From an optimization exercise on the open Yosys and OpenROAD flow, aimed at small area; shortcuts taken in it are not production practice. The RTL was checked by simulation tests, not by an equivalence proof against the original design. No activity file was given, so power comes from the tool's default toggle rates.

==> flow/design.v (excerpt) <==
module axi2uart_top (
   s_axi_arready, s_axi_rdata, s_axi_rresp, s_axi_rvalid,
   s_axi_awready, s_axi_wready, s_axi_bresp, s_axi_bvalid,
   uart_irq, uart_tx,
   clk, rst_n, s_axi_araddr,
   s_axi_arvalid, s_axi_rready, s_axi_awaddr,
   s_axi_awvalid, s_axi_wdata, s_axi_wstrb, s_axi_wvalid,
   s_axi_bready, uart_rx
   );
  input  wire        clk;
  input  wire        rst_n;
  input  wire        uart_rx;
  output wire        uart_tx;
  output wire        uart_irq;
  input  wire [4:0]  s_axi_araddr;
  input  wire        s_axi_arvalid;
  output wire        s_axi_arready;
  output wire [31:0] s_axi_rdata;
  output wire [1:0]  s_axi_rresp;
  output wire        s_axi_rvalid;
  input  wire        s_axi_rready;
  input  wire [4:0]  s_axi_awaddr;
  input  wire        s_axi_awvalid;
  output wire        s_axi_awready;
  input  wire [31:0] s_axi_wdata;
  input  wire [3:0]  s_axi_wstrb;
  input  wire        s_axi_wvalid;
  output wire        s_axi_wready;
  output wire [1:0]  s_axi_bresp;
  output wire        s_axi_bvalid;
  input  wire        s_axi_bready;
  localparam [31:0] DIV_INIT = 32'd434;
  ...
Size: about 1,300 cells after synthesis, ~460 flip-flops.
==> flow/config.mk <==
export PLATFORM = sky130hd
export DESIGN_NAME = axi2uart_top
export DESIGN_NICKNAME = axi2uart_top
export VERILOG_FILES = /design/flow/design.v
export SDC_FILE = /design/flow/constraint.sdc
export NUM_CORES = 4
export LEC_CHECK = 0
export CAP_MARGIN = 20
export CORE_MARGIN = 2
export CORE_UTILIZATION = 70
export SLEW_MARGIN = 20
==> flow/constraint.sdc <==
create_clock -name core_clock -period 10.0 [get_ports {clk}]
set_input_delay 2.0000 -clock core_clock [delete_from_list [all_inputs] [get_ports {clk}]]
set_output_delay 2.0000 -clock core_clock [all_outputs]
set_load 0.01 [all_outputs]
standard.sh (not shown) runs the stock make flow with config.mk's settings and CLKGATE_MAP_FILE= SYNTH_SCRIPT=/design/flow/synth_recipe.tcl, a recipe that flattens the netlist after the stock synthesis.
==> flow/flow/run.sh <==
#!/bin/bash
# Standard ORFS layout with these changes to how it is made:
#  - ABC maps the logic with an area-oriented script (flow/abc_area.script);
#    the registers come from the same Yosys steps as the standard synthesis;
#  - CTS uses small clock buffers in small clusters and inserts no dummy loads;
#  - one tie cell drives all constant outputs (no tie fanout repair);
#  - port buffers start as buf_1 (the resizer may upsize them).
# Each tool's output goes to the logs under orfs/logs; make's own output to
# log_synth.log and log_layout.log here.
set -euo pipefail
here=$PWD
rm -rf "$here/scripts"
cp -r "$FLOW_HOME/scripts" "$here/scripts"
cp "$here/flow/abc_area.script" "$here/scripts/abc_speed.script"
bash standard.sh SCRIPTS_DIR="$here/scripts" synth > "$here/log_synth.log" 2>&1
bash standard.sh SCRIPTS_DIR="$here/scripts" \
  CTS_ARGS="-sink_clustering_enable -repair_clock_nets -sink_clustering_size 12 -sink_clustering_max_diameter 35 -buf_list sky130_fd_sc_hd__clkbuf_4 -dont_use_dummy_load" \
  SKIP_REPAIR_TIE_FANOUT=1 \
  BUFFER_PORTS_ARGS="-buffer_cell sky130_fd_sc_hd__buf_1" \
  finish > "$here/log_layout.log" 2>&1
==> flow/flow/abc_area.script <==
&get -n
&st
&syn3
&dch -f
&nf -a
&st
&syn3
&dch -f
&nf -a
&put
topo
Change:
--- a/flow/flow/run.sh
+++ b/flow/flow/run.sh
@@ -17 +17 @@
-  CTS_ARGS="-sink_clustering_enable -repair_clock_nets -sink_clustering_size 12 -sink_clustering_max_diameter 35 -buf_list sky130_fd_sc_hd__clkbuf_4 -dont_use_dummy_load" \
+  CTS_ARGS="-sink_clustering_enable -repair_clock_nets -sink_clustering_size 11 -sink_clustering_max_diameter 60 -buf_list sky130_fd_sc_hd__clkbuf_4 -dont_use_dummy_load" \
Settings changed: CORE_UTILIZATION 70 to 80.
=>
- first-iteration DRC count went up by 16%
- setup slack improved by 0.0081 ns
- design area went down by about 0.5%
- total power barely changes
- routed wire length went up by about 2.3%
- hold slack improved by 0.022 ns
- clock-buffer cell count went down by 9
- core utilization went up by 11 points
Change:
--- a/flow/flow/run.sh
+++ b/flow/flow/run.sh
@@ -17 +17 @@
-  CTS_ARGS="-sink_clustering_enable -repair_clock_nets -sink_clustering_size 11 -sink_clustering_max_diameter 60 -buf_list sky130_fd_sc_hd__clkbuf_4 -dont_use_dummy_load" \
+  CTS_ARGS="-sink_clustering_enable -repair_clock_nets -sink_clustering_size 10 -sink_clustering_max_diameter 40 -buf_list sky130_fd_sc_hd__clkbuf_4 -dont_use_dummy_load" \
Settings changed: CORE_UTILIZATION 80 to 60, CTS_BUF_LIST set to sky130_fd_sc_hd__clkbuf_8, CTS_CLUSTER_DIAMETER set to 60, CTS_CLUSTER_SIZE set to 20.
Result: Routed wire length is higher by a few percent; design area is higher slightly; maximum frequency is lower slightly; sequential power stays flat; die area is higher by a quarter to a third; clock power is higher by a little under a tenth; first-iteration DRC count is lower by a quarter to a third; setup slack gets worse by 0.030 ns; via count is lower by a few percent; critical path depth is unchanged.
Change:
Settings changed: CAP_MARGIN 20 to 0, CORE_UTILIZATION 60 to 70, CTS_BUF_LIST sky130_fd_sc_hd__clkbuf_8 to not set, CTS_CLUSTER_DIAMETER 60 to not set, CTS_CLUSTER_SIZE 20 to not set, SLEW_MARGIN 20 to 0.
Outcome: Cell area is lower by 0.85%; register-to-register slack is better by 0.04 ns; critical path depth falls by 1; sequential power barely changes; worst setup slack improved by 0.042 ns; power falls by 1.2%; die area fell by 14%; cell count drops by 4.0%; synthesized cell count is unchanged; combinational power barely changes; synthesized area stays the same.


Starting RTL as in the previous note.
## axi2uart_top
module axi2uart_top (
   s_axi_arready, s_axi_rdata, s_axi_rresp, s_axi_rvalid,
   s_axi_awready, s_axi_wready, s_axi_bresp, s_axi_bvalid,
   uart_irq, uart_tx,
   clk, rst_n, s_axi_araddr,
   s_axi_arvalid, s_axi_rready, s_axi_awaddr,
   s_axi_awvalid, s_axi_wdata, s_axi_wstrb, s_axi_wvalid,
   s_axi_bready, uart_rx
   );
  input  wire        clk;
  input  wire        rst_n;
  input  wire        uart_rx;
  output wire        uart_tx;
  output wire        uart_irq;
  input  wire [4:0]  s_axi_araddr;
  input  wire        s_axi_arvalid;
  output wire        s_axi_arready;
  output wire [31:0] s_axi_rdata;
  output wire [1:0]  s_axi_rresp;
  output wire        s_axi_rvalid;
  input  wire        s_axi_rready;
  input  wire [4:0]  s_axi_awaddr;
  input  wire        s_axi_awvalid;
  output wire        s_axi_awready;
  input  wire [31:0] s_axi_wdata;
  input  wire [3:0]  s_axi_wstrb;
  input  wire        s_axi_wvalid;
  output wire        s_axi_wready;
  output wire [1:0]  s_axi_bresp;
  output wire        s_axi_bvalid;
  input  wire        s_axi_bready;
  localparam [31:0] DIV_INIT = 32'd434;
  reg init;
  always @(posedge clk, negedge rst_n)
    if (!rst_n) init <= 1'b0;
    else        init <= 1'b1;
  localparam [1:0] WI = 2'd0, WA = 2'd1, WAP = 2'd2, WAD = 2'd3;
  reg  [1:0] wst;
  reg        dlab, stop2, pen, pmode;
  reg        irq_en;
  reg        txrst;        
  ...
==> flow/config.mk <==
export PLATFORM = sky130hd
export DESIGN_NAME = axi2uart_top
export DESIGN_NICKNAME = axi2uart_top
export VERILOG_FILES = /design/flow/design.v
export SDC_FILE = /design/flow/constraint.sdc
export NUM_CORES = 4
export LEC_CHECK = 0
export CAP_MARGIN = 20
export CORE_MARGIN = 2
export CORE_UTILIZATION = 70
export SLEW_MARGIN = 20
==> flow/constraint.sdc <==
create_clock -name core_clock -period 10.0 [get_ports {clk}]
set_input_delay 2.0000 -clock core_clock [delete_from_list [all_inputs] [get_ports {clk}]]
set_output_delay 2.0000 -clock core_clock [all_outputs]
set_load 0.01 [all_outputs]
==> flow/flow/run.sh <==
#!/bin/bash
# Standard ORFS layout with these changes to how it is made:
#  - ABC maps the logic with an area-oriented script (flow/abc_area.script);
#    the registers come from the same Yosys steps as the standard synthesis;
#  - CTS uses small clock buffers in small clusters and inserts no dummy loads;
#  - one tie cell drives all constant outputs (no tie fanout repair);
#  - port buffers start as buf_1 (the resizer may upsize them).
# Each tool's output goes to the logs under orfs/logs; make's own output to
# log_synth.log and log_layout.log here.
set -euo pipefail
here=$PWD
rm -rf "$here/scripts"
cp -r "$FLOW_HOME/scripts" "$here/scripts"
cp "$here/flow/abc_area.script" "$here/scripts/abc_speed.script"
bash standard.sh SCRIPTS_DIR="$here/scripts" synth > "$here/log_synth.log" 2>&1
bash standard.sh SCRIPTS_DIR="$here/scripts" \
  CTS_ARGS="-sink_clustering_enable -repair_clock_nets -sink_clustering_size 12 -sink_clustering_max_diameter 30 -buf_list sky130_fd_sc_hd__clkbuf_4 -dont_use_dummy_load" \
  SKIP_REPAIR_TIE_FANOUT=1 \
  BUFFER_PORTS_ARGS="-buffer_cell sky130_fd_sc_hd__buf_1" \
  finish > "$here/log_layout.log" 2>&1
Scripts as last shown in full above: flow/flow/abc_area.script
The first run ran to the end with no violations.
Then changed:
--- a/flow/flow/run.sh
+++ b/flow/flow/run.sh
@@ -17 +17 @@
-  CTS_ARGS="-sink_clustering_enable -repair_clock_nets -sink_clustering_size 12 -sink_clustering_max_diameter 30 -buf_list sky130_fd_sc_hd__clkbuf_4 -dont_use_dummy_load" \
+  CTS_ARGS="-sink_clustering_enable -repair_clock_nets -sink_clustering_size 10 -sink_clustering_max_diameter 40 -buf_list sky130_fd_sc_hd__clkbuf_4 -dont_use_dummy_load" \
GPL_ROUTABILITY_DRIVEN = 0   (was unset)
GPL_TIMING_DRIVEN = 0   (was unset)
PLACE_DENSITY = 0.85   (was unset)
The changed run passed the timing, design-rule and antenna checks.
Non-clock buffer count goes up by 28.
Fmax came out lower by a few percent.
Flip-flop and latch count does not change.
First-iteration DRC count rose by roughly a tenth.
Setup slack degrades by 430 ps.
Wire length came out lower slightly.
Final cell count grows slightly.
Count of clock-buffer cells in the layout goes down by 23.
Clock power falls by about a fifth.
Global-route usage went down by 0.13 points.
Design area went up slightly.

==> what the ideal ports hide <==
The results above use ideal ports. As a check the final layouts listed here were re-extracted and re-timed, cells and wires unchanged.
Step 1 (the two cells are an assumption about what drives the block):
set clk [get_ports {clk}]
set_driving_cell -lib_cell sky130_fd_sc_hd__clkbuf_16 $clk
set_driving_cell -lib_cell sky130_fd_sc_hd__buf_2 [delete_from_list [all_inputs] $clk]
Step 2 times the ports against the registers' clock, not the clock port: input delays grow and output delays shrink by t, the midpoint of the rising clock arrivals with the driver on.
a / b / c = ideal ports / drivers / drivers and shift; a / b = the first two.
| run | t (ns) | setup slack, ns | worst setup path after step 2 | clock arrival spread, ns | pins driven straight from the clock port |
|---|---|---|---|---|---|
| the first run of note 1 | 0.754 | 2.438 / 2.438 / 2.438 | register to register | 0.080 / 0.080 | 1 |
| the second run of note 1 | 0.746 | 2.446 / 2.446 / 2.446 | register to register | 0.068 / 0.068 | 1 |
| the third run of note 1 | 0.764 | 2.416 / 2.416 / 2.416 | register to register | 0.124 / 0.124 | 1 |
| the fourth run of note 1 | 0.740 | 2.458 / 2.458 / 2.458 | register to register | 0.053 / 0.053 | 1 |
| the first run of note 2 | 0.727 | 2.406 / 2.406 / 2.406 | register to register | 0.119 / 0.119 | 1 |
| the second run of note 2 | 0.750 | 1.976 / 1.976 / 1.976 | register to register | 0.099 / 0.099 | 1 |
After both steps setup and hold are still met in every run listed.
